What follows belongs to an exercise in optimizing a design on an open flow for small area and a short achievable clock period; a production flow would make more cautious choices.
Only simulation tests tie the RTL to the original design; equivalence was not proved.

==> flow/design.v, too long to show whole: its modules and the start of the top module <==
// module unified_computing_system: 2330 lines
module unified_computing_system (
    input      [15:0] d_a, input [15:0] d_b, input [1:0] op_code,
    input clk, input rstn, input en_a, input en_b, input en_result,
    input cin, input bin,
    output reg [31:0] result, output reg [15:0] remainder,
    output reg cout, output reg bout, output reg overflow_flag, output reg error_flag);
  // ...
==> flow/run.sh <==
#!/bin/bash
# synth_recipe.tcl (not shown) runs the flow's synth.tcl, then flattens the netlist and writes it again
# the make line also repeats each setting of config.mk as NAME=value (left out here)
make -C /OpenROAD-flow-scripts/flow DESIGN_CONFIG=/design/flow/config.mk WORK_HOME=/design/flow/orfs CLKGATE_MAP_FILE= SYNTH_SCRIPT=/design/flow/synth_recipe.tcl finish
==> flow/config.mk <==
export PLATFORM = sky130hd
export DESIGN_NAME = unified_computing_system
export DESIGN_NICKNAME = unified_computing_system
export VERILOG_FILES = /design/flow/design.v
export SDC_FILE = /design/flow/constraint.sdc
export NUM_CORES = 4
export LEC_CHECK = 0
export CAP_MARGIN = 20
export CORE_MARGIN = 2
export CORE_UTILIZATION = 60
export SETUP_SLACK_MARGIN = 5
export SLEW_MARGIN = 20
==> flow/constraint.sdc <==
create_clock -name core_clock -period 26.0 [get_ports {clk}]
set_input_delay 5.2000 -clock core_clock [delete_from_list [all_inputs] [get_ports {clk}]]
set_output_delay 5.2000 -clock core_clock [all_outputs]
set_load 0.01 [all_outputs]
==> impl_metrics.csv, run 1 <==
group,metric,value,unit
critical_path,critPathLaunch,"qb[7]$_SDFFE_PN0P_",
yosys,synth.most_common_cell,"inv_1",
grt,gr-usage-met2,59.6,%
sta,finalSetupTns,0,ps
final_layout,largest_register_ffs,32,
final_layout,top_register,"result",
floorplanning,dieHeight,194,um
placement,place_ws,4470,ps
sta,max_freq,50.1,MHz
drt,ant_nets,0,
sta,worst_slew_pin_slew,1000,ps
status,status,"no timing/DRC/antenna violations",
final_layout,fin_area,23900,sq um
cts,clockRootBuffer,"clkbuf_16",
grt,overflow,0,
grt,grt.total_usage,41.0,%
worst_hold_path,hold_end,"cout$_SDFFE_PN0P_",
final_layout,n_all_inverters,336,
drt,routed_wl,77200,um
drt,drtIter0Drc,1842,
final_layout,final_cells,3099,
sta,rsz0062_at_grt,"no",
final_layout,post-route-util,67.1,%
drt,highest_layer,"met5",
grt,grtUsageMet1,57.2,%
critical_path,slowest_delay,550,ps
cts,cts_num_sinks,84,
==> run 2, diff against run 1 <==
--- a/flow/config.mk
+++ b/flow/config.mk
@@ -8,5 +8,4 @@
 export CAP_MARGIN = 20
 export CORE_MARGIN = 2
 export CORE_UTILIZATION = 60
-export SETUP_SLACK_MARGIN = 5
 export SLEW_MARGIN = 20
==> run 2 against run 1 <==
Compared with the run above:
- die area did not move
- setup slack got worse by 2100 ps
- design area fell by 1.1%
- synthesized cell count did not move
- fmax fell by 9.6%
- count of clock-buffer cells in the layout did not move
- cell count fell by 0.19%
- utilization fell by 0.74 points
- first-iteration DRC count rose by 4.0%
==> impl_metrics.csv, run 2 <==
group,metric,value,unit
drt,firstDrtPassIters,6,
critical_path,critPathLaunch,"qb[1]$_SDFFE_PN0P_",
cts,clk_pin_slew,70,ps
grt,overflow,0,
flow_run,cap_viol_max_count,0,
yosys,synthFlopType,"dfxtp_1",
worst_hold_path,hold_path.class,"flip-flop to flip-flop",
yosys,synth.most_common_cell,"inv_1",
critical_path,crit_family,"compound AO/OA/AOI/OAI gates",
sta,worst_slew_pin_slew,1120,ps
yosys,ys_top_cells_by_area,"fa_1 29%, ha_1 15%, dfxtp_1 7.8%",
critical_path,rr_worst_depth,74,
critical_path,r2r_end,"remainder[4]$_SDFFE_PN0P_",
drt,ant_nets,0,
grt,grt_util_met3,11.4,%
cts,ctsHoldBuffers,0,
sta,fin_skew,24.1,ps
sta,finalSetupTns,0,ps
placement,gp_congestion,1.01,
final_layout,finalNetCount,3241,
critical_path,critPathBufInv,10,
yosys,avgSynthCellArea,8.48,sq um
floorplanning,initial_core_util,61.0,%
yosys,ys_seq_elements,84,
sta,rsz0062_at_grt,"no",
yosys,synthCells,2559,
sta,slew_violations,0,
critical_path,endpoint_kind,"flip-flop",
floorplanning,dieArea,37700,sq um
yosys,yosys_warnings,1,
cts,cts_num_sinks,84,
grt,grt.total_usage,41.0,%
floorplanning,core_area,35600,sq um
sta,period_share,84.9,%
grt,busiest_layer,"met2",
cts,cts_tree,"done",
critical_path,crit_path_frequent_cell,"fa_1",
drt,drc,0,
drt,routed_wl,76900,um
drt,drtIter0Drc,1915,
final_layout,largest_register_ffs,32,
cts,cts_resized,0,
placement,io_buffers,92,
yosys,synth_nets,3173,
final_layout,fin_area,23600,sq um
final_layout,fill_cells,3079,
sta,finalSetupViolations,0,
drt,avgRoutedWirePerCell,24.8,um
critical_path,slowest_delay,760,ps
drt,vias,19800,
critical_path,worstPathRequired,26270,ps
cts,clock_path_buffers,2,
floorplanning,ios,93,
cts,cts_setup_buffers,0,
critical_path,worst-path-max-fanout,25,
sta,max_freq,45.3,MHz
final_layout,top_register,"result",
cts,ctsHtreeMaxLevel,3,
yosys,synth_top_area_share,28.7,%
critical_path,r2r_start,"qb[1]$_SDFFE_PN0P_",
cts,clk_latency,400,ps
final_layout,layout-drive-gt1-share,4.64,%
grt,grt_start_max_net_pins,54,
floorplanning,fp.dieW,194,um
floorplanning,num_rows,69,
final_layout,final_cell_mix,"329 x inv_1, 326 x nor2_1, 311 x fa_1",
cts,clockRootBuffer,"clkbuf_16",
status,status,"no timing/DRC/antenna violations",
grt,grtUsageMet1,57.3,%
grt,gr-usage-met2,59.7,%
grt,grt_pass1_wl,118000,um
yosys,synth-seq-area-share,7.75,%
sta,finalCriticalPeriod,22070,ps
yosys,yosysTopAreaCell,"fa_1",
floorplanning,dieHeight,194,um
critical_path,endpoint,"remainder[4]$_SDFFE_PN0P_",
grt,antenna_found_initial,1,
placement,dpl-instance-area,23300,sq um
critical_path,worst-path-stages,74,
grt,grt_pass1_vias,19800,
critical_path,critPathSlowestCell,"a211oi_2",
placement,dp_hpwl,59500,um
cts,cts-buffers-inserted,9,
yosys,yosysUniqueCellTypes,89,
critical_path,rrSetupSlack,3930,ps
drt,via_per_inst,6.42,
final_layout,syn_to_final_growth,8.79,%
final_layout,final_common_cell,"inv_1",
yosys,synth.cell_area,21700,sq um
sta,hold_viol_final,0,
critical_path,path_class,"flip-flop to flip-flop",
yosys,synthArstFlopShare,0,%
critical_path,cp-start-kind,"flip-flop",
critical_path,worstPathArrival,22340,ps
sta,slew_headroom,23.6,%
yosys,synth_enable_flop_cells,0,
yosys,ys_top_cells_by_count,"329 x inv_1, 326 x nor2_1, 311 x fa_1",
final_layout,num_antenna_cells,0,
[run 2: cell counts after synthesis]
No cell type changed its count.
[run 2: through the flow]
| stage | hold slack, ps | setup WS (ps) | utilization (%) | instances |
|---|---|---|---|---|
| floorplan | 463 | 6620 | - | 2559 |
| detailed placement | 452 | 4470 | 65.4 | 3076 |
| finish | 457 | 3930 | 66.4 | 3093 |
| global route | 478 | 2350 | 66.4 | 3093 |
| global placement | 432 | 4860 | 65.4 | 3076 |
| CTS | 461 | 4440 | 66.3 | 3092 |
[run 2: worst min-delay path by stage]
stage,cells after the start,end,slack [ps],from
floorplan,2,cout$_SDFFE_PN0P_,460,cout$_SDFFE_PN0P_
global placement,2,cout$_SDFFE_PN0P_,430,cout$_SDFFE_PN0P_
detailed placement,2,remainder[10]$_SDFFE_PN0P_,450,remainder[10]$_SDFFE_PN0P_
CTS,2,remainder[10]$_SDFFE_PN0P_,460,remainder[10]$_SDFFE_PN0P_
global route,2,cout$_SDFFE_PN0P_,480,cout$_SDFFE_PN0P_
finish,2,cout$_SDFFE_PN0P_,460,cout$_SDFFE_PN0P_
[run 2: cells by family after synthesis]
kind of cell / after synthesis / synth area share [%]
simple gates: 723 / 14.9
fa+ha+maj: 573 / 43.8
compound gates: 536 / 16.7
buf+inv: 430 / 7.58
xor+xnor: 126 / 5.09
mux: 87 / 4.16
flops: 84 / 7.75
[run 2: tightest hold or removal path, cell delays in order (launching register included)]
cell and delay [ps]:
dfxtp_1 310, nand2_1 50, nand2_1 50
[run 2: area by class of cell]
type | count | area (sq um) | area share (%)
clock buffer | 9 | 225 | 0.954
sequential | 84 | 1680 | 7.14
multi-input combinational | 2045 | 18400 | 77.9
clock inverter | 7 | 105 | 0.445
inverter | 336 | 1260 | 5.35
tap | 461 | 577 | 2.44
timing repair buffer | 151 | 1370 | 5.79
[run 2: metal layers]
metal | routed length [um] | vias to the layer above
li1 | - | 8749
met1 | 31500 | 9658
met2 | 31700 | 1212
met3 | 9700 | 225
met4 | 3860 | 0
met5 | 0 | -
==> run 3, diff against run 2 <==
--- a/flow/config.mk
+++ b/flow/config.mk
@@ -7,5 +7,5 @@
 export LEC_CHECK = 0
 export CAP_MARGIN = 20
 export CORE_MARGIN = 2
-export CORE_UTILIZATION = 60
+export CORE_UTILIZATION = 40
 export SLEW_MARGIN = 20
==> run 3 against run 2 <==
Compared with the run above:
- utilization shrank 22 points
- hold slack lost 19 ps
- first-iteration DRC count shrank 3.2%
- critical path depth shrank 2
- still clean
- largest cell class unchanged
==> impl_metrics.csv, run 3 <==
group,metric,value,unit
yosys,synth.most_common_cell,"inv_1",
floorplanning,ios,93,
grt,antenna_found_initial,1,
sta,fin_skew,17.4,ps
grt,grt.total_usage,28.8,%
drt,via_per_inst,5.93,
critical_path,crit_path_frequent_cell,"a21oi_1",
grt,grt_pass1_wl,122000,um
yosys,synth_top_area_share,28.7,%
yosys,synthFlopType,"dfxtp_1",
placement,dp_hpwl,62400,um
yosys,synth.cell_area,21700,sq um
drt,routed_wl,80500,um
cts,clk_latency,400,ps
critical_path,critPathBufInv,8,
yosys,ys_seq_elements,84,
drt,vias,19700,
critical_path,endpoint_kind,"flip-flop",
cts,clk_pin_slew,80,ps
cts,cts-buffers-inserted,9,
drt,drc,0,
yosys,ys_top_cells_by_count,"329 x inv_1, 326 x nor2_1, 311 x fa_1",
sta,period_share,86.6,%
floorplanning,dieArea,56100,sq um
final_layout,syn_to_final_growth,10.0,%
critical_path,crit_family,"compound AO/OA/AOI/OAI gates",
yosys,synthArstFlopShare,0,%
placement,place_ws,3980,ps
sta,finalSetupTns,0,ps
final_layout,post-route-util,44.4,%
drt,firstDrtPassIters,7,
yosys,yosysUniqueCellTypes,89,
floorplanning,core_area,53700,sq um
final_layout,fill_cells,5246,
final_layout,layout-drive-gt1-share,4.60,%
grt,grt_start_max_net_pins,54,
sta,rsz0062_at_grt,"no",
critical_path,slowest_delay,850,ps
cts,cts_resized,0,
yosys,synthCells,2559,
floorplanning,initial_core_util,40.4,%
sta,finalCriticalPeriod,22510,ps
cts,ctsHtreeMaxLevel,3,
sta,max_freq,44.4,MHz
final_layout,final_cell_mix,"326 x inv_1, 325 x nor2_1, 311 x fa_1",
sta,slew_violations,0,
cts,cts_tree,"done",
grt,grt_pass1_vias,19900,
final_layout,largest_register_ffs,32,
critical_path,critPathLaunch,"qb[1]$_SDFFE_PN0P_",
worst_hold_path,hold_path.class,"flip-flop to flip-flop",
worst_hold_path,min_from,"cout$_SDFFE_PN0P_",
drt,m1WireLength,35100,um
floorplanning,fp.dieW,237,um
yosys,yosys_warnings,1,
final_layout,final_common_cell,"inv_1",
cts,clock_path_buffers,2,
drt,ant_nets,0,
drt,drtIter0Drc,1853,
yosys,avgSynthCellArea,8.48,sq um
grt,overflow,0,
cts,clockRootBuffer,"clkbuf_16",
drt,avgRoutedWirePerCell,24.2,um
yosys,synth_nets,3173,
cts,cts_num_sinks,84,
final_layout,multiInputGateArea,18400,sq um
critical_path,cp-start-kind,"flip-flop",
floorplanning,num_rows,85,
yosys,synth-seq-area-share,7.75,%
sta,timing.final.ws_setup,3490,ps
critical_path,r2r_start,"qb[1]$_SDFFE_PN0P_",
status,status,"no timing/DRC/antenna violations",
sta,finalSetupViolations,0,
final_layout,top_register,"result",
sta,holdWs,439,ps
final_layout,num_antenna_cells,0,
yosys,ys_top_cells_by_area,"fa_1 29%, ha_1 15%, dfxtp_1 7.8%",
final_layout,regArea,1680,sq um
sta,worst_slew_pin_slew,1140,ps
cts,cts_setup_buffers,0,
critical_path,worstPathArrival,22790,ps
critical_path,path_class,"flip-flop to flip-flop",
drt,routed-wl-met2,35300,um
yosys,yosysTopAreaCell,"fa_1",
flow_run,cap_viol_max_count,0,
placement,gp_congestion,0.966,
critical_path,worst-path-max-fanout,25,
drt,highest_layer,"met5",
drt,wl_met3,6920,um
sta,hold_viol_final,0,
yosys,synth_enable_flop_cells,0,
critical_path,critPathSlowestCell,"a41o_1",
placement,io_buffers,92,
cts,ctsHoldBuffers,0,
sta,slew_headroom,23.1,%
final_layout,finalNetCount,3241,
critical_path,worstPathRequired,26280,ps
floorplanning,dieHeight,237,um
run 3: cell counts after synthesis:
Identical to the previous run, type by type.
run 3: cell type report:
type	instances	share of cell area [%]
Inverter	336	5.29
Multi-Input combinational cell	2045	77.0
Clock buffer	11	1.02
Sequential cell	84	7.06
Clock inverter	5	0.252
Timing Repair Buffer	151	5.73
Tap cell	696	3.65
run 3: cells by family after synthesis:
family / Yosys count / synth area share, %
AND/OR/NAND/NOR: 723 / 14.9
adder cells (fa/ha/maj): 573 / 43.8
AO/OA/AOI/OAI: 536 / 16.7
buffers and inverters: 430 / 7.58
XOR/XNOR: 126 / 5.09
multiplexers: 87 / 4.16
flip-flops: 84 / 7.75
run 3: final timing paths:
check	endpoint	slack (ps)	depth (start not counted)
hold / removal	cout$_SDFFE_PN0P_	440	2
setup reg to reg	remainder[14]$_SDFFE_PN0P_	3490	72
setup / recovery	remainder[14]$_SDFFE_PN0P_	3490	72
hold reg to reg	cout$_SDFFE_PN0P_	440	2
run 3: stage by stage:
step           instance area [sq um]  cells
2_1_floorplan                  21700   2559
3_3_place_gp                   23500   3311
3_5_place_dp                   23500   3311
4_1_cts                        23800   3327
5_1_grt                        23900   3328
6_report                       23900   3328
run 3: worst min-delay path, stage by stage, from the launching register on:
cell and delay (ps):
dfxtp_1 310, nand2_1 50, nand2_1 40
run 3: layer usage:
metal  global-route usage [%]  up-vias
met5                        0        -
met4                     10.3        2
met3                     5.09      145
met2                     44.9      928
met1                     40.1     9910
li1                         -     8747

-- re-timing with driven ports --
Ports are ideal in the flow. The routed layouts listed here were re-timed in OpenROAD. Step 1 sets driving cells, clkbuf_16 on the clock port and buf_2 on the other inputs (assumed; they add their load-dependent delay and slew). Step 2 adds t to the input delays and takes it off the output delays; t is the mean of the earliest and latest rising clock arrival at the registers after step 1. Input paths then give back, and output paths get back, about the clock's delay inside the block. a / b / c = ideal / step 1 / step 2; a / b = the first two.
| run | shift t [ns] | setup WS [ns] | worst setup path after step 2 | latest minus earliest clock arrival (ns) |
|---|---|---|---|---|
| run 1 | 0.425 | 6.050 / 6.050 / 6.050 | register to register | 0.025 / 0.025 |
| run 2 | 0.428 | 3.933 / 3.933 / 3.933 | register to register | 0.024 / 0.024 |
| run 3 | 0.451 | 3.495 / 3.495 / 3.495 | register to register | 0.018 / 0.018 |
After both steps every run listed still meets setup and hold.
